This design comes from an exercise in tuning for small area on the open sky130 flow, not from production work. Function was checked by simulation only, so behaviour that the tests miss may differ from the original. In runs 3 and 4 the design's own scripts or RTL, not TritonCTS, make the clock network. The clock input has no modelled driver; a real chip could not lean on it and would need a root buffer or a full tree. Power figures rest on the tool's default switching activity, not on a simulated workload.

## flow/design.v

```verilog
module LED_top (
    input clk,
    input rst,
    input btn1in,
    input btn2in,
    input btn3in,
    output A,
    output B,
    output C,
    output D,
    output R0,
    output G0,
    output B0,
    output R1,
    output G1,
    output B1,
    output OE,
    output LAT,
    output clk_shft
);
reg [2:0] p;
always @(posedge clk or posedge rst)
    if (rst) p <= 3'd0;
    else     p <= p + 3'd1;
assign clk_shft = p[2];
wire tick = (p == 3'd3);
reg       h;
reg [4:0] k;
wire kwrap = h ? (k[4] & k[2] & k[1] & k[0]) : (k[4] & k[3] & k[0]);    
wire cnt0  = k[4] & k[3] & k[0];                                       
always @(posedge clk or posedge rst)
    if (rst) begin
        h <= 1'b0;
        k <= 5'd25;
    end else begin
        k <= (tick && kwrap) ? 5'd0 : k + {4'd0, tick};
        h <= h ^ (tick && kwrap);
    end
reg [2:0] tile;
reg [3:0] cm;
reg [3:0] rm;
wire t6     = tile[2] & tile[1];           
wire t5     = tile[2] & tile[0];
wire cmwrap = cm[3] & cm[0];               
wire xmit   = t6 && (cm[2:0] == 3'd7);
always @(posedge clk or posedge rst)
    if (rst) begin
        tile <= 3'd6;
        cm   <= 4'd8;
        rm   <= 4'd15;
    end else begin
        cm   <= (tick && cmwrap) ? {2'd0, t5, 1'b0} : cm + {3'd0, tick};
        tile <= (tick && cmwrap && t6) ? 3'd0 : tile + {2'd0, tick && cmwrap};
        rm   <= rm + {3'd0, tick && xmit};
    end
assign {D, C, B, A} = rm;
assign OE  = !(t6 && cm[3]);
assign LAT = xmit;
wire idle0 = (rm == 4'd15) && t6 && (cm == 4'd8) && cnt0;
wire gend  = (rm == 4'd11) && (tile == 3'd4) && (cm == 4'd2) && cnt0;
reg gx, R;
always @(posedge clk or posedge rst)
    if (rst) begin
        gx <= 1'b0;
        R  <= 1'b0;
    end else if (tick) begin
        if (gend) gx <= 1'b1;
        R <= idle0 || (R && !(k[2] && k[1]));    
    end
wire ready = R;
wire md    = !idle0;
wire anybtn = btn1in | btn2in | btn3in;
reg [1:0] d;    
always @(posedge clk or posedge rst)
    if (rst) d <= 2'd0;
    else if (tick)
        case (d)
            2'd0: d <= (md && anybtn) ? 2'd1 : 2'd0;
            2'd1: d <= 2'd2;
            default: d <= anybtn ? 2'd3 : 2'd0;
        endcase
wire shift = (d == 2'd2);
wire Shift = shift | ready;
reg [1:0] lfsr, rnd, m5p, i4, i3, i2, i1, i0;
reg ls;
wire h_prev = h ^ (k == 5'd0);
always @(posedge clk or posedge rst)
    if (rst) begin
        lfsr <= 2'd1;
        rnd  <= 2'd0;
        m5p  <= 2'd0;
        i4 <= 2'd0; i3 <= 2'd0; i2 <= 2'd0; i1 <= 2'd0; i0 <= 2'd0;
        ls <= 1'b0;
    end else if (tick) begin
        ls <= Shift;
        if (ls) begin
            lfsr <= {lfsr[0], lfsr[1] ^ h_prev};
            rnd  <= {lfsr[1] ^ lfsr[0], lfsr[1] | ~lfsr[0]};    
            m5p  <= rnd;
            i4 <= m5p; i3 <= i4; i2 <= i3; i1 <= i2; i0 <= i1;
        end
    end
wire pix_up, pix_dn;
wire rom_000, rom_001, rom_002, rom_003, rom_004, rom_005, rom_006, rom_007, rom_008, rom_009, rom_010, rom_011, rom_012, rom_013, rom_014, rom_015, rom_016, rom_017, rom_018, rom_019, rom_020, rom_021, rom_022, rom_023, rom_024, rom_025, rom_026, rom_027, rom_028, rom_029, rom_030, rom_031, rom_032, rom_033, rom_034, rom_035, rom_036, rom_037, rom_038, rom_039, rom_040, rom_041, rom_042, rom_043, rom_044, rom_045, rom_046, rom_047, rom_048, rom_049, rom_050, rom_051, rom_052, rom_053, rom_054, rom_055, rom_056, rom_057, rom_058, rom_059, rom_060, rom_061, rom_062, rom_063, rom_064, rom_065, rom_066, rom_067, rom_068, rom_069, rom_070, rom_071, rom_072, rom_073, rom_074, rom_075, rom_076, rom_077, rom_078, rom_079, rom_080, rom_081, rom_082, rom_083, rom_084, rom_085, rom_086, rom_087, rom_088, rom_089, rom_090, rom_091, rom_092, rom_093, rom_094, rom_095, rom_096, rom_097, rom_098, rom_099, rom_100, rom_101, rom_102, rom_103, rom_104, rom_105, rom_106, rom_107, rom_108, rom_109, rom_110, rom_111, rom_112;
assign rom_043 = rm[0] & ~rm[2];
assign rom_044 = rom_043 & rm[1];
assign rom_045 = ~rm[1] & rm[2];
assign rom_046 = ~(rom_045 | rom_044);
assign rom_047 = rm[1] & ~rm[0];
assign rom_048 = ~rom_047 & rom_046;
assign rom_049 = cm[0] & ~cm[1];
assign rom_050 = ~(cm[2] | cm[1]);
assign rom_051 = cm[2] & rm[0];
assign rom_052 = rom_051 & cm[0];
assign rom_053 = ~(rom_052 | rom_050);
assign rom_054 = ~(rom_053 | rom_049);
assign rom_055 = ~(rom_054 | cm[3]);
assign rom_056 = rom_055 & rom_044;
assign rom_057 = ~(rm[1] | rm[0]);
assign rom_058 = rom_057 & cm[2];
assign rom_059 = ~(rom_058 | cm[3]);
assign rom_060 = ~(rom_059 | cm[0]);
assign rom_061 = ~(cm[2] | rm[0]);
assign rom_062 = ~cm[0] & cm[1];
assign rom_063 = rom_062 & ~rom_051;
assign rom_064 = rom_063 & ~rom_061;
assign rom_065 = ~(rom_064 | rom_060);
assign rom_066 = ~(rom_050 | cm[3]);
assign rom_067 = rom_066 & cm[0];
assign rom_068 = ~rom_067 & rom_065;
assign rom_069 = ~rom_068 & rm[2];
assign rom_070 = ~(rom_069 | rom_056);
assign rom_071 = rom_057 & cm[3];
assign rom_072 = ~rom_071 & rm[3];
assign rom_073 = rom_072 & ~rom_070;
assign rom_074 = rom_073 & rom_048;
assign rom_075 = rom_068 & ~rm[0];
assign rom_076 = ls & ~rnd[0];
assign rom_077 = ~(ls | m5p[0]);
assign rom_078 = ~tile[1] & tile[2];
assign rom_079 = rom_078 & ~rom_077;
assign rom_080 = rom_079 & ~rom_076;
assign rom_081 = tile[1] & ~tile[2];
assign rom_082 = rom_081 & i3[0];
assign rom_083 = ~(tile[1] | tile[2]);
assign rom_084 = rom_083 & i1[0];
assign rom_085 = ~rom_084 & tile[0];
assign rom_086 = rom_085 & ~rom_082;
assign rom_087 = rom_086 & ~rom_080;
assign rom_088 = rom_078 & i4[0];
assign rom_089 = ~(rom_088 | tile[0]);
assign rom_090 = rom_081 & i2[0];
assign rom_091 = rom_083 & i0[0];
assign rom_092 = ~(rom_091 | rom_090);
assign rom_093 = rom_092 & rom_089;
assign rom_094 = ~(rom_093 | rom_087);
assign rom_095 = ~(rm[2] | rm[3]);
assign rom_096 = rom_095 & ~rm[1];
assign rom_097 = rom_096 & rom_055;
assign rom_098 = ~(rom_097 | rom_094);
assign rom_099 = ~(rom_098 | rom_075);
assign rom_100 = ~(rom_099 | rom_074);
assign rom_101 = rom_062 & ~rom_048;
assign rom_102 = rom_050 & cm[0];
assign rom_103 = ~(rom_102 | rom_057);
assign rom_104 = rom_103 & ~rom_101;
assign rom_105 = ~cm[1] & rm[2];
assign rom_106 = ~rom_105 & rom_057;
assign rom_107 = ~(rom_061 | cm[3]);
assign rom_108 = rom_107 & ~rom_106;
assign rom_109 = rom_108 & ~rom_104;
assign rom_110 = rom_065 & ~rom_046;
assign rom_111 = rom_062 & rom_051;
assign rom_112 = ~rom_111 & rom_066;
assign rom_000 = ~rom_112 & rom_048;
assign rom_001 = ~(rom_000 | rom_110);
assign rom_002 = ~(rom_001 | rom_109);
assign rom_003 = rm[2] & rm[3];
assign rom_004 = ~(rom_003 | rom_057);
assign rom_005 = ~cm[0] & rm[2];
assign rom_006 = ~rom_005 & rom_058;
assign rom_007 = ~(rom_006 | rom_004);
assign rom_008 = ~(rom_007 | rom_095);
assign rom_009 = rom_008 & ~rom_002;
assign rom_010 = ~rom_009 & rom_094;
assign rom_011 = ~rnd[1] & ls;
assign rom_012 = ~(m5p[1] | ls);
assign rom_013 = ~rom_012 & rom_078;
assign rom_014 = rom_013 & ~rom_011;
assign rom_015 = rom_083 & i1[1];
assign rom_016 = rom_081 & i3[1];
assign rom_017 = ~rom_016 & tile[0];
assign rom_018 = rom_017 & ~rom_015;
assign rom_019 = rom_018 & ~rom_014;
assign rom_020 = rom_078 & i4[1];
assign rom_021 = ~(rom_020 | tile[0]);
assign rom_022 = rom_083 & i0[1];
assign rom_023 = rom_081 & i2[1];
assign rom_024 = ~(rom_023 | rom_022);
assign rom_025 = rom_024 & rom_021;
assign rom_026 = ~(rom_025 | rom_019);
assign rom_027 = rom_026 & ~gx;
assign rom_028 = rom_027 & ~rom_010;
assign pix_dn = rom_028 & ~rom_100;
assign rom_029 = rom_027 & rom_073;
assign rom_030 = rom_029 & rom_100;
assign rom_031 = ~rom_046 & rm[0];
assign rom_032 = rom_031 & ~rom_068;
assign rom_033 = ~(rom_032 | rom_055);
assign rom_034 = rom_058 & rom_049;
assign rom_035 = rom_057 & ~rm[2];
assign rom_036 = ~(rom_035 | rm[3]);
assign rom_037 = ~(rom_036 | rom_034);
assign rom_038 = ~(rom_037 | gx);
assign rom_039 = rom_038 & rom_094;
assign rom_040 = rom_039 & ~rom_026;
assign rom_041 = rom_040 & ~rom_109;
assign rom_042 = rom_041 & ~rom_033;
assign pix_up = rom_042 | rom_030;
reg U, L;
always @(posedge clk or posedge rst)
    if (rst) begin
        U <= 1'b0;
        L <= 1'b0;
    end else if (tick) begin
        U <= pix_up;
        L <= pix_dn;
    end
wire top_band = (rm >= 4'd10) && (rm != 4'd15);
wire low_band = (rm <= 4'd4) || (rm == 4'd15);
assign R0 = U & top_band;
assign G0 = U & top_band;
assign B0 = U & !top_band;
assign R1 = L;
assign G1 = L & low_band;
assign B1 = L & !low_band;
endmodule
```

## flow/flow/run.sh

```bash
#!/bin/bash
# Own layout flow: the standard flow (standard.sh) with three changes:
#  - synthesis maps with an area-oriented ABC script (flow/abc_area.script,
#    selected by ABC_AREA=1); everything else in synthesis is unchanged, so
#    the registers are those of the standard synthesis;
#  - port buffers are sky130_fd_sc_hd__buf_1 (the ports carry light loads);
#  - clock tree synthesis uses clkbuf_8 only, without sink clustering or
#    dummy loads.
set -euo pipefail
here=$(pwd)
rm -rf "$here/scripts_own"
cp -r "$FLOW_HOME/scripts" "$here/scripts_own"
cp "$here/flow/abc_area.script" "$here/scripts_own/abc_area.script"
bash "$here/standard.sh" \
    "SCRIPTS_DIR=$here/scripts_own" \
    ABC_AREA=1 \
    "BUFFER_PORTS_ARGS=-buffer_cell sky130_fd_sc_hd__buf_1" \
    "CTS_ARGS=-repair_clock_nets -buf_list sky130_fd_sc_hd__clkbuf_8 -dont_use_dummy_load" \
    finish > "$here/flow_make.log" 2>&1
```

## flow/flow/abc_area.script

```
strash
dch
amap
topo
```

## flow/standard.sh

```bash
#!/bin/bash
# synth_recipe.tcl (not shown) runs the flow's synth.tcl, then flattens the netlist and writes it again
# the make line also repeats each setting of config.mk as NAME=value (left out here)
make -C /OpenROAD-flow-scripts/flow DESIGN_CONFIG=/design/flow/config.mk WORK_HOME=/design/flow/orfs CLKGATE_MAP_FILE= SYNTH_SCRIPT=/design/flow/synth_recipe.tcl "${@:-finish}"
```

## flow/config.mk

```make
export PLATFORM = sky130hd
export DESIGN_NAME = LED_top
export DESIGN_NICKNAME = LED_top
export VERILOG_FILES = /design/flow/design.v
export SDC_FILE = /design/flow/constraint.sdc
export NUM_CORES = 4
export LEC_CHECK = 0
export CAP_MARGIN = 20
export CORE_MARGIN = 2
export CORE_UTILIZATION = 40
export SLEW_MARGIN = 20
```

## flow/constraint.sdc

```tcl
create_clock -name core_clock -period 12.0 [get_ports {clk}]
set_input_delay 2.4000 -clock core_clock [delete_from_list [all_inputs] [get_ports {clk}]]
set_output_delay 2.4000 -clock core_clock [all_outputs]
set_load 0.01 [all_outputs]
```

==> impl_metrics.csv, run 1 <==
group,metric,value,unit
clock_tree,cts_max_level,2,
floorplanning,rows,26,
floorplanning,start_util,42.2,%
sta,hold_viol,0,
yosys,synth-edff-count,0,
clock_tree,clk_pin_slew,0.08,ns
hold_path,hold_path.class,"flop to flop",
sta,maxSlewViolCount,0,
routing,drtAntennaViolNets,0,
yosys,synthCells,246,
worst_setup_path,critPathLaunchType,"flop",
pwr,power.leakage,0.000944,uW
routing,vias,1780,
worst_setup_path,endpoint_kind,"primary output",
worst_setup_path,critPathKind,"flop to primary output",
place,place.gp.congestion,0.885,
floorplanning,core_area,5200,um^2
yosys,ys_seq_area_share,49.6,%
place,dp_hpwl,3.32,mm
cells_and_area,fillCellCount,538,
yosys,synth_cell_types,29,
cells_and_area,finalNonFillerCells,338,
yosys,syn_area_per_cell,8.93,um^2
clock_tree,tritoncts,"yes",
clock_tree,cts_hold_buf,0,
cells_and_area,multi_input_area,926,um^2
floorplanning,die_y,78.1,um
outcome,status,"complete, no violations",
place,place.port_buffers,17,
worst_setup_path,path_max_fanout,7,
worst_setup_path,cp.required,9.60,ns
worst_setup_path,arrival,1.82,ns
sta,max_freq,0.237,GHz
yosys,synth.top_cells.by_count,"clkinv_1, dfrtp_1, nor2_1",
clock_tree,cts_inserted_buffers,5,
yosys,synth.top_cell.area_share,36.5,%
sta,period_needed,4.22,ns
cells_and_area,final-seq-area,1090,um^2
yosys,ys_ff_latch,43,
grt,grt_overflow,0,
yosys,synth.top_cells.by_area,"dfrtp_1, dfstp_2, clkinv_1",
sta,slew_headroom,35.6,%
hold_path,min_from,"p[0]$_DFF_PP0_",
routing,dr.pass1.iters,4,
routing,drc_errors,0,
sta,skew,0.0111,ns
sta,rsz0062_at_grt,"false",
worst_setup_path,reg2reg_depth,6,
worst_setup_path,regToRegStartpoint,"p[0]$_DFF_PP0_",
hold_path,min_path_cells,1,
cells_and_area,antenna_cells,0,
grt,grt_max_degree,44,
pwr,ir_drop,0.0518,mV
yosys,synthMostInstantiatedCell,"clkinv_1",
sta,worstMarginPinSlew,0.962,ns
clock_tree,post_cts_buffers,0,
sta,fin_crit_sh,35.2,%
clock_tree,clock_latency,0.29,ns
worst_setup_path,r2r_slack,8.83,ns
yosys,yosysTopAreaCell,"dfrtp_1",
cells_and_area,drive_gt1_share,6.34,%
yosys,synthArstFlopShare,100,%
clock_tree,cts-root-buf,"clkbuf_8",
cells_and_area,area_delta_synth_final,10.0,%
routing,drt_wl_total,4.42,mm
floorplanning,die_w,78.1,um
grt,gr-usage-all-layers,16.5,%
pwr,p_per_area,103,nW/um^2
hold_path,min_to,"p[0]$_DFF_PP0_",
sta,setup_viol,0,
floorplanning,ioPinCount,18,
routing,routedWlPerCell,13.1,um
yosys,synth_nets,262,
routing,vias_per_cell,5.27,
worst_setup_path,reg2reg_to,"i2[0]$_DFFE_PP0P_",
sta,setup_tns,0,ns
grt,grt_pass1_vias,1671,
yosys,synth_flop_cell,"dfrtp_1",
clock_tree,clock_path_buffers,2,
place,dp_cells,333,
run,max_cap_violations,0,
cells_and_area,nets,286,
yosys,synthesis.area,2200,um^2
clock_tree,ctsResizeCount,0,
clock_tree,clock-sinks,43,
grt,grt_pass1_wl,8.02,mm
floorplanning,die_area,6100,um^2
grt,grt_antenna_before_repair,0,
yosys,yosys_warnings,1,
pwr,finalPower,248,uW
routing,dr.first_iter.drc_count,106,
cell usage in the layout (no fill, tap or decap), drive strengths merged:
cell	n
nor4	3
buf	18
o41ai	1
nor3	9
nor2	28
o22ai	22
nand3	10
nand4	2
dfrtp	32
o31a	1
or4	1
a21oi	13
clkinv	46
clkbuf	5
ha	11
a31oi	5
a32oi	1
o21bai	1
a221oi	1
a311oi	1
nor2b	7
o21a	1
o22a	2
o21ai	11
nand2	14
o221ai	2
a32o	1
dfstp	11
o211ai	4
a211oi	4
worst max path at each step:
stage                    startpoint  endpoint  slack (ns)  depth (start not counted)
finish              rm[2]$_DFF_PP1_        G1        7.78                          6
floorplan           rm[2]$_DFF_PP1_        R0        8.25                          6
global route        rm[2]$_DFF_PP1_        G1        7.57                          6
global placement    rm[2]$_DFF_PP1_        B0        8.17                          6
detailed placement  rm[2]$_DFF_PP1_        G1        8.08                          6
CTS                 rm[2]$_DFF_PP1_        G1        7.76                          6
worst max-delay path, stage by stage (launching register included):
cell and delay, ns:
dfstp_2 0.59, clkinv_1 0.18, nor2_1 0.17, nand3_1 0.15, o211ai_1 0.13, nor2b_1 0.16
buf_1 0.16
area by class of cell:
cell class | count | area share, %
repair buffers | 18 | 2.95
well taps | 70 | 3.63
inverters | 46 | 7.15
flip-flops and latches | 43 | 45.1
clock buffers | 5 | 2.85
multi-input cells | 156 | 38.3
state kept, by name (all words and copies together), names as in the netlist, 2 cells and up:
signal  flops
cm          4
d           2
i0          2
i1          2
i2          2
i3          2
i4          2
k           5
lfsr        2
m5p         2
p           3
rm          4
rnd         2
tile        3
layer usage:
metal	part of all wire, %	GRT usage, %
met5	0	0
met3	3.3	3.45
met1	49	23.3
met2	46	25.3
met4	1.7	5.44
cell families after synthesis:
logic type	Yosys count	synth area share (%)
simple gates	74	15.3
fa+ha+maj	11	6.27
buf+inv	47	8.21
compound gates	71	20.6
flops	43	49.6
through the flow:
step	hold WS (ns)	setup WS [ns]	cell area (um^2)	util, %
6_report	0.452	7.78	2420	46.4
3_3_place_gp	0.440	8.17	2350	45.1
5_1_grt	0.474	7.57	2420	46.4
4_1_cts	0.463	7.76	2420	46.4
2_1_floorplan	0.427	8.25	2200	-
3_5_place_dp	0.451	8.08	2350	45.1
power by group:
part | switching (uW) | internal [uW]
combinational | 8.19 | 4.80
sequential | 3.05 | 150
clock | 44.1 | 37.5
==> run 2: changes to the inputs <==
--- a/flow/design.v
+++ b/flow/design.v
@@ -88,18 +88,20 @@
     if (rst) begin
         lfsr <= 2'd1;
         rnd  <= 2'd0;
-        m5p  <= 2'd0;
-        i4 <= 2'd0; i3 <= 2'd0; i2 <= 2'd0; i1 <= 2'd0; i0 <= 2'd0;
-        ls <= 1'b0;
+        ls   <= 1'b0;
     end else if (tick) begin
         ls <= Shift;
         if (ls) begin
             lfsr <= {lfsr[0], lfsr[1] ^ h_prev};
             rnd  <= {lfsr[1] ^ lfsr[0], lfsr[1] | ~lfsr[0]};    
-            m5p  <= rnd;
-            i4 <= m5p; i3 <= i4; i2 <= i3; i1 <= i2; i0 <= i1;
         end
     end
+always @(posedge clk)
+    if (tick && ls) begin
+        m5p <= rnd;
+        i4 <= m5p; i3 <= i4; i2 <= i3; i1 <= i2; i0 <= i1;
+    end
+wire blank = gx | R;
 wire pix_up, pix_dn;
 wire rom_000, rom_001, rom_002, rom_003, rom_004, rom_005, rom_006, rom_007, rom_008, rom_009, rom_010, rom_011, rom_012, rom_013, rom_014, rom_015, rom_016, rom_017, rom_018, rom_019, rom_020, rom_021, rom_022, rom_023, rom_024, rom_025, rom_026, rom_027, rom_028, rom_029, rom_030, rom_031, rom_032, rom_033, rom_034, rom_035, rom_036, rom_037, rom_038, rom_039, rom_040, rom_041, rom_042, rom_043, rom_044, rom_045, rom_046, rom_047, rom_048, rom_049, rom_050, rom_051, rom_052, rom_053, rom_054, rom_055, rom_056, rom_057, rom_058, rom_059, rom_060, rom_061, rom_062, rom_063, rom_064, rom_065, rom_066, rom_067, rom_068, rom_069, rom_070, rom_071, rom_072, rom_073, rom_074, rom_075, rom_076, rom_077, rom_078, rom_079, rom_080, rom_081, rom_082, rom_083, rom_084, rom_085, rom_086, rom_087, rom_088, rom_089, rom_090, rom_091, rom_092, rom_093, rom_094, rom_095, rom_096, rom_097, rom_098, rom_099, rom_100, rom_101, rom_102, rom_103, rom_104, rom_105, rom_106, rom_107, rom_108, rom_109, rom_110, rom_111, rom_112;
 assign rom_043 = rm[0] & ~rm[2];
@@ -199,7 +201,7 @@
 assign rom_024 = ~(rom_023 | rom_022);
 assign rom_025 = rom_024 & rom_021;
 assign rom_026 = ~(rom_025 | rom_019);
-assign rom_027 = rom_026 & ~gx;
+assign rom_027 = rom_026 & ~blank;
 assign rom_028 = rom_027 & ~rom_010;
 assign pix_dn = rom_028 & ~rom_100;
 assign rom_029 = rom_027 & rom_073;
@@ -211,7 +213,7 @@
 assign rom_035 = rom_057 & ~rm[2];
 assign rom_036 = ~(rom_035 | rm[3]);
 assign rom_037 = ~(rom_036 | rom_034);
-assign rom_038 = ~(rom_037 | gx);
+assign rom_038 = ~(rom_037 | blank);
 assign rom_039 = rom_038 & rom_094;
 assign rom_040 = rom_039 & ~rom_026;
 assign rom_041 = rom_040 & ~rom_109;
==> run 2 against run 1 <==
Net effect:
- non-clock buffer count grew 1
- die area shrank 1.9%
- critical path depth is the same
- flip-flop and latch count is the same
- sequential power is essentially flat
- clock-buffer cell count is the same
- cell count shrank 6.5%
- cell area shrank 1.6%
- sequential share of layout area grew 3.2 points
- routed wire length shrank 2.4%
- still clean on timing, DRC and antenna
- largest cell class unchanged
==> impl_metrics.csv, run 2 <==
group,metric,value,unit
clock_tree,cts-root-buf,"clkbuf_8",
worst_setup_path,slowest_delay,0.59,ns
clock_tree,cts_inserted_buffers,5,
sta,period_needed,4.25,ns
worst_setup_path,critPathLaunchType,"flop",
yosys,synth_compound_area_share,18.2,%
place,dpl_worst_slack,8.09,ns
grt,grt_pass1_vias,1581,
clock_tree,post_cts_buffers,0,
worst_setup_path,path_max_fanout,7,
routing,dr.pass1.iters,5,
floorplanning,rows,26,
sta,setup_tns,0,ns
yosys,synth_nets,239,
routing,drtAntennaViolNets,0,
cells_and_area,largest_register_ffs,5,
clock_tree,clock_latency,0.29,ns
yosys,ys_ff_latch,43,
run,max_cap_violations,0,
cells_and_area,biggestRegsByFlops,"k x5, cm x4, rm x4",
floorplanning,die_y,77.3,um
worst_setup_path,arrival,1.85,ns
yosys,synth-xor-area-share,0,%
yosys,synth.top_cells.by_count,"clkinv_1, nor2_1, dfrtp_1",
pwr,p_per_area,102,nW/um^2
yosys,synthMostInstantiatedCell,"clkinv_1",
worst_setup_path,crit_end,"G1",
sta,setup_viol,0,
yosys,yosys_warnings,1,
sta,fin_crit_sh,35.4,%
clock_tree,cts_hold_buf,0,
yosys,synth_cell_types,32,
sta,worstMarginPinSlew,0.653,ns
grt,grt_antenna_before_repair,0,
routing,vias_per_cell,5.27,
yosys,synth_top_family_by_area,"compound AO/OA/AOI/OAI gates",
clock_tree,clk_pin_slew,0.08,ns
routing,drt_wl_total,4.31,mm
worst_setup_path,critPathKind,"flop to primary output",
cells_and_area,antenna_cells,0,
sta,max_freq,0.236,GHz
grt,grt_pass1_wl,7.40,mm
grt,use_met3,3.49,%
yosys,yosysTopAreaCell,"dfrtp_1",
pwr,power.leakage,0.000875,uW
yosys,synth.top_cells.by_area,"dfrtp_1, edfxtp_1, dfstp_2",
worst_setup_path,crit_slowest_cell,"dfstp_2",
worst_setup_path,crit_start,"rm[2]$_DFF_PP1_",
worst_setup_path,cp.required,9.60,ns
yosys,synth_flop_cell,"dfrtp_1",
sta,skew,0.00989,ns
floorplanning,die_area,5980,um^2
cells_and_area,area_delta_synth_final,10.6,%
floorplanning,core_area,5140,um^2
worst_setup_path,crit_chain,"clkinv_1 -> nor2_1 -> nand3_1 -> o211ai_1 -> nor2b_1 -> buf_1",
clock_tree,clock_path_buffers,2,
clock_tree,cts_max_level,2,
clock_tree,ctsResizeCount,0,
cells_and_area,final_common_cell,"clkinv_1",
floorplanning,ioPinCount,18,
cells_and_area,regMostFlops,"k",
yosys,synthCells,223,
grt,busiest_layer,"met2",
worst_setup_path,regToRegStartpoint,"p[0]$_DFF_PP0_",
clock_tree,clock-sinks,43,
place,dp_hpwl,3.18,mm
floorplanning,die_w,77.3,um
sta,rsz0062_at_grt,"false",
floorplanning,start_util,41.8,%
place,place.gp.congestion,0.913,
yosys,yosys.area_share.simple,16.2,%
yosys,synthesis.area,2150,um^2
grt,met1_usage,21.6,%
grt,gr-usage-all-layers,15.8,%
worst_setup_path,reg2reg_to,"tile[2]$_DFF_PP1_",
yosys,synthAdderAreaFrac,6.40,%
routing,routedWlPerCell,13.6,um
place,place.port_buffers,17,
cells_and_area,drive_gt1_share,7.32,%
clock_tree,tritoncts,"yes",
sta,hold_viol,0,
worst_setup_path,r2r_slack,9.40,ns
sta,setup_slack,7.75,ns
routing,vias,1664,
grt,grt_max_degree,32,
grt,met2_usage,24.8,%
cells_and_area,layout_common_cells,"clkinv_1, nor2_1, dfrtp_1",
yosys,synth_mux_area_share,0,%
sta,slew_headroom,56.2,%
outcome,status,"complete, no violations",
worst_setup_path,reg2reg_depth,8,
yosys,syn_area_per_cell,9.64,um^2
yosys,synth-edff-count,12,
routing,drc_errors,0,
routing,dr.first_iter.drc_count,85,
grt,grt_overflow,0,
yosys,synth.top_cell.area_share,23.3,%
yosys,synthArstFlopShare,72.1,%
pwr,ir_drop,0.0579,mV
yosys,ys_seq_area_share,53.5,%
worst_setup_path,endpoint_kind,"primary output",
sta,maxSlewViolCount,0,
cells_and_area,nets,264,
hold_path,hold_path.class,"flop to flop",
## run 2: cell count changes after synthesis, moves of 3 or more
cell	previous run	this run
dfrtp_1	32	20
o21ai_0	11	15
a32oi_1	1	4
a31oi_1	5	2
nor3_1	9	6
edfxtp_1	0	12
o22ai_1	22	6
clkinv_1	46	31
## run 2: cells by family (layout without fill, tap and decap cells)
logic type               after synthesis  in the layout
adder cells (fa/ha/maj)               11             11
AO/OA/AOI/OAI                         61             61
AND/OR/NAND/NOR                       76             76
buffers and inverters                 32             55
flip-flops                            43             43
## run 2: worst min path at each step
stage / from / to / slack (ns) / cells after the start
3_5_place_dp: i1[1]$_DFFE_PP_ / i0[1]$_DFFE_PP_ / 0.44 / 0
3_3_place_gp: m5p[0]$_DFFE_PP_ / i4[0]$_DFFE_PP_ / 0.43 / 0
5_1_grt: m5p[0]$_DFFE_PP_ / i4[0]$_DFFE_PP_ / 0.46 / 0
2_1_floorplan: i1[1]$_DFFE_PP_ / i0[1]$_DFFE_PP_ / 0.42 / 0
6_report: i2[0]$_DFFE_PP_ / i1[0]$_DFFE_PP_ / 0.44 / 0
4_1_cts: i1[1]$_DFFE_PP_ / i0[1]$_DFFE_PP_ / 0.45 / 0
## run 2: power breakdown
group | internal (uW) | switching (uW) | leakage [uW]
Combinational | 2.16 | 4.49 | 0.000379
Clock | 37.6 | 45.0 | 0.0000359
Sequential | 153 | 1.80 | 0.000460
Total | 192 | 51.3 | 0.000875
## run 2: layout make-up
| cell class | count | area [um^2] |
|---|---|---|
| clock buffers | 5 | 68.8 |
| fillers | 522 | 2760 |
| inverters | 31 | 116 |
| multi-input cells | 148 | 877 |
| flip-flops and latches | 43 | 1150 |
| well taps | 70 | 87.6 |
| repair buffers | 19 | 78.8 |
## run 2: worst max-delay path, delay by kind of cell, from the launching register on
| family | cells | cell delay (ns) |
|---|---|---|
| flip-flops | 1 | 0.59 |
| AO/OA/AOI/OAI | 1 | 0.16 |
| buffers and inverters | 2 | 0.34 |
| AND/OR/NAND/NOR | 3 | 0.46 |
## run 2: per-stage QoR
| step | instances | utilization (%) | area (um^2) | hold slack, ns | total power [uW] |
|---|---|---|---|---|---|
| 3_3_place_gp | 311 | 44.9 | 2310 | 0.431 | 164 |
| 3_5_place_dp | 311 | 44.9 | 2310 | 0.438 | 164 |
| 2_1_floorplan | 223 | - | 2150 | 0.421 | 162 |
| 4_1_cts | 316 | 46.3 | 2380 | 0.450 | 248 |
| 5_1_grt | 316 | 46.3 | 2380 | 0.463 | 256 |
| 6_report | 316 | 46.3 | 2380 | 0.444 | 244 |
## run 2: routing by layer
layer  vias up  part of all wire [%]
li1        858                     -
met1       766                    49
met2        29                    46
met3        11                   3.2
met4         0                   2.3
met5         -                     0
==> run 3: changes to the inputs <==
==> flow/flow/run.sh (replaced) <==
#!/bin/bash
# Own layout flow: the standard flow (standard.sh) with three changes:
#  - synthesis maps with an area-oriented ABC script (flow/abc_area.script,
#    selected by ABC_AREA=1); everything else in synthesis is unchanged, so
#    the registers are those of the standard synthesis;
#  - port buffers are sky130_fd_sc_hd__buf_1 (the ports carry light loads);
#  - the clock tree is two clkbuf_16, each driving half of the flip-flops
#    (flow/manual_cts.tcl, in place of clock_tree_synthesis).
set -euo pipefail
here=$(pwd)
rm -rf "$here/scripts_own"
cp -r "$FLOW_HOME/scripts" "$here/scripts_own"
cp "$here/flow/abc_area.script" "$here/scripts_own/abc_area.script"
# clock tree: flow/manual_cts.tcl in place of clock_tree_synthesis
sed -i 's|^log_cmd clock_tree_synthesis {\*}\$cts_args$|source $::env(MANUAL_CTS_TCL)|' "$here/scripts_own/cts.tcl"
grep -q MANUAL_CTS_TCL "$here/scripts_own/cts.tcl"
bash "$here/standard.sh" \
    "SCRIPTS_DIR=$here/scripts_own" \
    ABC_AREA=1 \
    "BUFFER_PORTS_ARGS=-buffer_cell sky130_fd_sc_hd__buf_1" \
    "MANUAL_CTS_TCL=$here/flow/manual_cts.tcl" \
    finish > "$here/flow_make.log" 2>&1
==> flow/flow/manual_cts.tcl (new file) <==
# Clock tree: the clock port drives NBUF buffers (clkbuf_16), each driving the
# flip-flops of one vertical strip of the core (split by x at equal counts),
# placed at the centre of its flip-flops. detailed_placement in cts.tcl then
# legalizes them.
set cts_cell sky130_fd_sc_hd__clkbuf_8
set cts_nbuf 3
set block [ord::get_db_block]
set dbu [$block getDbUnitsPerMicron]
set loads {}
foreach p [get_pins -of_objects [get_nets clk] -filter "direction==input"] {
  set loc [[[sta::sta_to_db_pin $p] getInst] getLocation]
  lappend loads [list [lindex $loc 0] [lindex $loc 1] $p]
}
set loads [lsort -real -index 0 $loads]
set m [llength $loads]
for {set i 0} {$i < $cts_nbuf} {incr i} {
  set grp [lrange $loads [expr {$i * $m / $cts_nbuf}] [expr {($i + 1) * $m / $cts_nbuf - 1}]]
  set sx 0
  set sy 0
  set pins {}
  foreach g $grp {
    set sx [expr {$sx + [lindex $g 0]}]
    set sy [expr {$sy + [lindex $g 1]}]
    lappend pins [lindex $g 2]
  }
  set cx [expr {$sx / [llength $grp] / double($dbu)}]
  set cy [expr {$sy / [llength $grp] / double($dbu)}]
  insert_buffer -buffer_cell $cts_cell -net clk -load_pins $pins -location [list $cx $cy]
}
puts "manual clock tree: $cts_nbuf x $cts_cell for $m clock pins"
==> run 3 against run 2 <==
Net effect:
- global-route usage shrank 1.1 points
- core utilization shrank 0.54 points
- still clean
- critical path type unchanged
- worst hold slack lost 0.0070 ns
- flip-flop and latch count is the same
- synthesized cell count is the same
- combinational power shrank 0.8%
- via count shrank 0.84%
- clock skew grew 0.0081 ns
- register-to-register slack is essentially flat
==> impl_metrics.csv, run 3 <==
group,metric,value,unit
outcome,status,"complete, no violations",
yosys,yosysTopAreaCell,"dfrtp_1",
grt,grt_max_degree,32,
routing,dr.first_iter.drc_count,83,
routing,drt_wl_total,4.24,mm
sta,setup_tns,0,ns
clock_tree,cts_hold_buf,0,
pwr,ir_drop,0.106,mV
yosys,synth-edff-count,12,
yosys,synthesis.area,2150,um^2
place,place.port_buffers,17,
cells_and_area,final_area,2350,um^2
worst_setup_path,r2r_slack,9.41,ns
floorplanning,core_area,5140,um^2
floorplanning,die_w,77.3,um
place,place_area,2310,um^2
pwr,seqPwrFrac,69.9,%
pwr,p_sw_share,19.5,%
routing,routedWlPerCell,13.5,um
routing,dr.pass1.iters,4,
cells_and_area,fillCellCount,524,
yosys,yosys_warnings,1,
floorplanning,start_util,41.8,%
sta,maxSlewViolCount,0,
yosys,synth_nets,239,
sta,fin_crit_sh,34.4,%
worst_setup_path,critPathBufInv,2,
sta,setup_viol,0,
worst_setup_path,reg2reg_to,"U$_DFFE_PP0P_",
cells_and_area,nets,262,
hold_path,min_from,"i2[0]$_DFFE_PP_",
cells_and_area,layout_common_cells,"clkinv_1, nor2_1, dfrtp_1",
worst_setup_path,regToRegStartpoint,"rm[2]$_DFF_PP1_",
sta,slew_headroom,56.1,%
place,place.gp.congestion,0.913,
yosys,synth_flop_cell,"dfrtp_1",
floorplanning,die_y,77.3,um
cells_and_area,largest_register_ffs,5,
sta,skew,0.0180,ns
pwr,p_per_area,94.0,nW/um^2
routing,vias_per_cell,5.25,
cells_and_area,biggestRegsByFlops,"k x5, cm x4, rm x4",
yosys,ys_ff_latch,43,
grt,grt_pass1_wl,7.35,mm
sta,period_needed,4.13,ns
worst_setup_path,endpoint_kind,"primary output",
sta,rsz0062_at_grt,"false",
worst_setup_path,cp.required,9.60,ns
routing,drc_errors,0,
grt,grt_overflow,0,
place,dp_hpwl,3.18,mm
worst_setup_path,path_max_fanout,7,
floorplanning,ioPinCount,18,
worst_setup_path,crit_chain,"clkinv_1 -> nor2_1 -> nand3_1 -> o211ai_1 -> nor2b_1 -> buf_1",
run,max_cap_violations,0,
cells_and_area,area_delta_synth_final,9.31,%
pwr,internal_power,178,uW
yosys,synth.top_cell.area_share,23.3,%
hold_path,min_to,"i1[0]$_DFFE_PP_",
cells_and_area,antenna_cells,0,
yosys,synthMostInstantiatedCell,"clkinv_1",
floorplanning,rows,26,
worst_setup_path,reg2reg_depth,10,
yosys,synthCells,223,
grt,grt_antenna_before_repair,0,
clock_tree,clk_pin_slew,0.10,ns
grt,grt_pass1_vias,1594,
yosys,synth.top_cells.by_count,"clkinv_1, nor2_1, dfrtp_1",
yosys,synth.top_cells.by_area,"dfrtp_1, edfxtp_1, dfstp_2",
worst_setup_path,slowest_delay,0.60,ns
routing,drtAntennaViolNets,0,
pwr,power.leakage,0.000860,uW
sta,max_freq,0.242,GHz
clock_tree,ctsResizeCount,0,
cells_and_area,drive_gt1_share,6.56,%
sta,hold_viol,0,
worst_setup_path,critPathKind,"flop to primary output",
routing,vias,1650,
yosys,ys_seq_area_share,53.5,%
worst_setup_path,arrival,1.73,ns
pwr,power_frac_comb,3.0,%
worst_setup_path,crit_family,"flip-flops",
floorplanning,die_area,5980,um^2
sta,worstMarginPinSlew,0.653,ns
yosys,synth_cell_types,32,
yosys,synthArstFlopShare,72.1,%
yosys,syn_area_per_cell,9.64,um^2
clock_tree,post_cts_buffers,0,
cells_and_area,final_common_cell,"clkinv_1",
clock_tree,clock_latency,0.16,ns
pwr,netSwitchingPower,43.0,uW
hold_path,hold_path.class,"flop to flop",
cells_and_area,regMostFlops,"k",
hold_path,min_path_cells,0,
grt,gr-usage-all-layers,14.7,%
worst_setup_path,critPathLaunchType,"flop",
worst_setup_path,crit_slowest_cell,"dfstp_2",
pwr,clkPwrFrac,27.1,%
run 3: worst reg2reg max path, delay by kind of cell, from the launching register on:
family	cells	cell delay [ns]
DFF	1	0.60
and+or+nand+nor	5	0.95
buffers and inverters	1	0.18
AOI/OAI and AO/OA	4	0.77
run 3: worst max-delay path by stage:
stage | end | cells after the start | from | slack [ns]
after CTS | G1 | 6 | rm[2]$_DFF_PP1_ | 8.08
after global placement | G1 | 6 | rm[2]$_DFF_PP1_ | 8.13
after detailed placement | G1 | 6 | rm[2]$_DFF_PP1_ | 8.09
after floorplan | R0 | 6 | rm[2]$_DFF_PP1_ | 8.26
final | B0 | 6 | rm[2]$_DFF_PP1_ | 7.87
after global routing | B0 | 6 | rm[2]$_DFF_PP1_ | 7.72
run 3: power groups by stage:
stage / sequential [uW] / clock (uW) / combinational [uW]
floorplan: 157 / 0 / 4.83
global placement: 157 / 0 / 6.82
detailed placement: 157 / 0 / 6.98
CTS: 157 / 44.3 / 7.02
global route: 155 / 67.9 / 7.98
finish: 155 / 59.8 / 6.60
run 3: routing by layer:
| metal | part of all wire [%] | track usage (%) | up-vias | wire [um] |
|---|---|---|---|---|
| li1 | - | - | 854 | - |
| met4 | 1.8 | 2.14 | 0 | 78 |
| met5 | 0 | 0 | - | 0 |
| met1 | 49 | 20.6 | 770 | 2080 |
| met2 | 47 | 25.8 | 20 | 2010 |
| met3 | 1.8 | 0.698 | 6 | 75 |
run 3: layout make-up, clock buffers not listed:
| type | instances | area, um^2 | area share [%] |
|---|---|---|---|
| inverters | 31 | 116 | 4.95 |
| well taps | 70 | 87.6 | 3.73 |
| flip-flops and latches | 43 | 1150 | 48.9 |
| repair buffers | 19 | 78.8 | 3.35 |
| multi-input cells | 148 | 877 | 37.3 |
run 3: cells by family after synthesis:
kind of cell             synth area share, %
buffers and inverters                   5.76
adder cells (fa/ha/maj)                 6.40
AO/OA/AOI/OAI                           18.2
flip-flops                              53.5
AND/OR/NAND/NOR                         16.2
run 3: stage by stage:
| stage | power (uW) | instances | worst slack [ns] | util [%] | hold slack [ns] |
|---|---|---|---|---|---|
| after global routing | 231 | 314 | 7.72 | 45.7 | 0.457 |
| after detailed placement | 164 | 311 | 8.09 | 44.9 | 0.438 |
| final | 221 | 314 | 7.87 | 45.7 | 0.437 |
| after floorplan | 162 | 223 | 8.26 | - | 0.421 |
| after CTS | 209 | 314 | 8.08 | 45.7 | 0.438 |
| after global placement | 164 | 311 | 8.13 | 44.9 | 0.431 |
==> run 4: changes to the inputs <==
--- a/flow/flow/manual_cts.tcl
+++ b/flow/flow/manual_cts.tcl
@@ -2,8 +2,8 @@
 # flip-flops of one vertical strip of the core (split by x at equal counts),
 # placed at the centre of its flip-flops. detailed_placement in cts.tcl then
 # legalizes them.
-set cts_cell sky130_fd_sc_hd__clkbuf_8
-set cts_nbuf 3
+set cts_cell sky130_fd_sc_hd__clkbuf_16
+set cts_nbuf 2
 set block [ord::get_db_block]
 set dbu [$block getDbUnitsPerMicron]
 set loads {}
==> run 4 against run 3 <==
Net effect:
- highest routed layer unchanged
- worst hold slack improved by 0.016 ns
- first-iteration DRC count is 2.4% lower
- core utilization rose by 0.17 points
- maximum frequency grew 0.51%
- still clean on timing, DRC and antenna
- cell count decreased by 0.32%
- synthesized cell count did not move
- via count up 0.73%
- combinational power barely moved
==> impl_metrics.csv, run 4 <==
group,metric,value,unit
outcome,status,"complete, no violations",
sta,max_freq,0.243,GHz
yosys,yosysTopAreaCell,"dfrtp_1",
clock_tree,ctsResizeCount,0,
grt,grt_pass1_vias,1585,
clock_tree,clock_latency,0.16,ns
yosys,yosys_warnings,1,
floorplanning,die_area,5980,um^2
yosys,ys_seq_area_share,53.5,%
grt,grt_max_degree,32,
pwr,power.leakage,0.000864,uW
routing,vias_per_cell,5.31,
routing,dr.first_iter.drc_count,81,
yosys,synth_flop_cell,"dfrtp_1",
worst_setup_path,cp.required,9.60,ns
worst_setup_path,reg2reg_depth,8,
floorplanning,die_y,77.3,um
grt,grt_overflow,0,
sta,setup_viol,0,
yosys,synthesis.area,2150,um^2
floorplanning,ioPinCount,18,
sta,rsz0062_at_grt,"false",
worst_setup_path,endpoint_kind,"primary output",
cells_and_area,nets,261,
routing,drtAntennaViolNets,0,
worst_setup_path,crit_start,"rm[2]$_DFF_PP1_",
cells_and_area,biggestRegsByFlops,"k x5, cm x4, rm x4",
cells_and_area,antenna_cells,0,
run,max_cap_violations,0,
pwr,finalPower,228,uW
yosys,synthArstFlopShare,72.1,%
yosys,synth_nets,239,
grt,grt_pass1_wl,7.34,mm
worst_setup_path,critPathLaunchType,"flop",
routing,drc_errors,0,
cells_and_area,final-seq-area,1150,um^2
grt,grt_antenna_before_repair,0,
yosys,syn_area_per_cell,9.64,um^2
sta,hold_viol,0,
hold_path,min_path_cells,0,
worst_setup_path,regToRegStartpoint,"p[0]$_DFF_PP0_",
yosys,synthCells,223,
sta,setup_tns,0,ns
yosys,synthMostInstantiatedCell,"clkinv_1",
yosys,synth.top_cells.by_count,"clkinv_1, nor2_1, dfrtp_1",
cells_and_area,multi_input_area,877,um^2
sta,maxSlewViolCount,0,
yosys,ys_ff_latch,43,
sta,worstMarginPinSlew,0.658,ns
cells_and_area,layout_common_cells,"clkinv_1, nor2_1, dfrtp_1",
clock_tree,post_cts_buffers,0,
cells_and_area,drive_gt1_share,6.17,%
place,dp_hpwl,3.18,mm
worst_setup_path,crit_end,"G1",
cells_and_area,area_delta_synth_final,9.71,%
cells_and_area,final_common_cell,"clkinv_1",
yosys,synth.top_cell.area_share,23.3,%
worst_setup_path,r2r_slack,9.41,ns
pwr,p_per_area,96.7,nW/um^2
floorplanning,rows,26,
cells_and_area,regMostFlops,"k",
routing,vias,1662,
sta,fin_crit_sh,34.2,%
routing,routedWlPerCell,13.6,um
worst_setup_path,arrival,1.71,ns
pwr,ir_drop,0.0879,mV
yosys,synth-edff-count,12,
sta,skew,0.0154,ns
clock_tree,clk_pin_slew,0.09,ns
yosys,synth_cell_types,32,
place,place.port_buffers,17,
grt,gr-usage-all-layers,14.7,%
sta,setup_slack,7.89,ns
floorplanning,start_util,41.8,%
floorplanning,die_w,77.3,um
cells_and_area,fillCellCount,521,
routing,drt_wl_total,4.27,mm
worst_setup_path,path_max_fanout,7,
hold_path,hold_path.class,"flop to flop",
clock_tree,cts_hold_buf,0,
sta,slew_headroom,55.8,%
place,place.gp.congestion,0.913,
floorplanning,core_area,5140,um^2
routing,dr.pass1.iters,4,
cells_and_area,largest_register_ffs,5,
worst_setup_path,critPathKind,"flop to primary output",
yosys,synth.top_cells.by_area,"dfrtp_1, edfxtp_1, dfstp_2",
worst_setup_path,reg2reg_to,"tile[2]$_DFF_PP1_",
sta,period_needed,4.11,ns
place,dpl_worst_slack,8.09,ns
-- run 4: cell types whose count changed in the layout (fill, tap and decap cells not counted), sizes merged --
cell / previous run / this run
clkbuf: 3 / 2
-- run 4: kinds of logic (layout without fill, tap and decap cells) --
logic type / Yosys count / after routing / synth area share, %
buf+inv: 32 / 52 / 5.76
simple gates: 76 / 76 / 16.2
compound gates: 61 / 61 / 18.2
fa+ha+maj: 11 / 11 / 6.40
flops: 43 / 43 / 53.5
-- run 4: power by group --
part / total (uW) / switching, uW / internal (uW)
logic: 6.61 / 4.45 / 2.16
clock network: 67.1 / 36.6 / 30.4
registers: 154 / 1.81 / 153
total: 228 / 42.9 / 185
-- run 4: layer usage --
metal | vias up | GRT usage [%] | part of all wire, %
met2 | 21 | 24.9 | 47
met3 | 8 | 0.814 | 1.9
met5 | - | 0 | 0
met1 | 780 | 21.0 | 48
li1 | 853 | - | -
met4 | 0 | 3.04 | 2.4
-- run 4: worst max-delay path, cell delays in order (launching register included) --
cell	delay (ns)
dfstp_2	0.60
clkinv_1	0.18
nor2_1	0.16
nand3_1	0.15
o211ai_1	0.15
nor2b_1	0.15
buf_1	0.16
-- run 4: worst min path at each step --
stage / slack [ns] / startpoint / end
after floorplan: 0.42 / i1[1]$_DFFE_PP_ / i0[1]$_DFFE_PP_
after global placement: 0.43 / m5p[0]$_DFFE_PP_ / i4[0]$_DFFE_PP_
after global routing: 0.47 / i3[0]$_DFFE_PP_ / i2[0]$_DFFE_PP_
after CTS: 0.44 / i1[1]$_DFFE_PP_ / i0[1]$_DFFE_PP_
after detailed placement: 0.44 / i1[1]$_DFFE_PP_ / i0[1]$_DFFE_PP_
final: 0.45 / i2[1]$_DFFE_PP_ / i1[1]$_DFFE_PP_
-- run 4: cell type report, clock buffers not listed --
type | instances | area share, %
Inverter | 31 | 4.93
Tap cell | 70 | 3.71
Timing Repair Buffer | 19 | 3.34
Multi-Input combinational cell | 148 | 37.2
Sequential cell | 43 | 48.7
-- run 4: metrics by stage --
stage	hold slack (ns)	instances	util, %	cell area [um^2]
final	0.453	313	45.9	2360
after global routing	0.468	313	45.9	2360
after CTS	0.438	313	45.9	2360
after detailed placement	0.438	311	44.9	2310
after global placement	0.431	311	44.9	2310
after floorplan	0.421	223	-	2150

==> separate check: timing with driven ports <==
The flow's constraints put no driver on any port. The routed layouts listed below were extracted and timed again, unchanged, in two steps.
Step 1 sets driving cells, clkbuf_16 on the clock port and buf_2 on the other inputs (assumed; they add their load-dependent delay and slew).
Step 2 times the ports against the registers' clock, not the clock port: input delays grow and output delays shrink by t, the midpoint of the rising clock arrivals with the driver on.
a / b / c = no drivers / after step 1 / after step 2; a / b = the first two.
run	t, ns	slack for setup (ns)	worst setup path at the end	latest minus earliest clock arrival (ns)
run 1	0.311	7.776 / 7.749 / 8.061	register to output	0.011 / 0.011
run 2	0.312	7.754 / 7.728 / 8.040	register to output	0.010 / 0.010
run 3	0.192	7.871 / 7.831 / 8.022	register to output	0.019 / 0.019
run 4	0.192	7.892 / 7.849 / 8.040	register to output	0.015 / 0.015
After both steps every run listed still meets setup and hold.
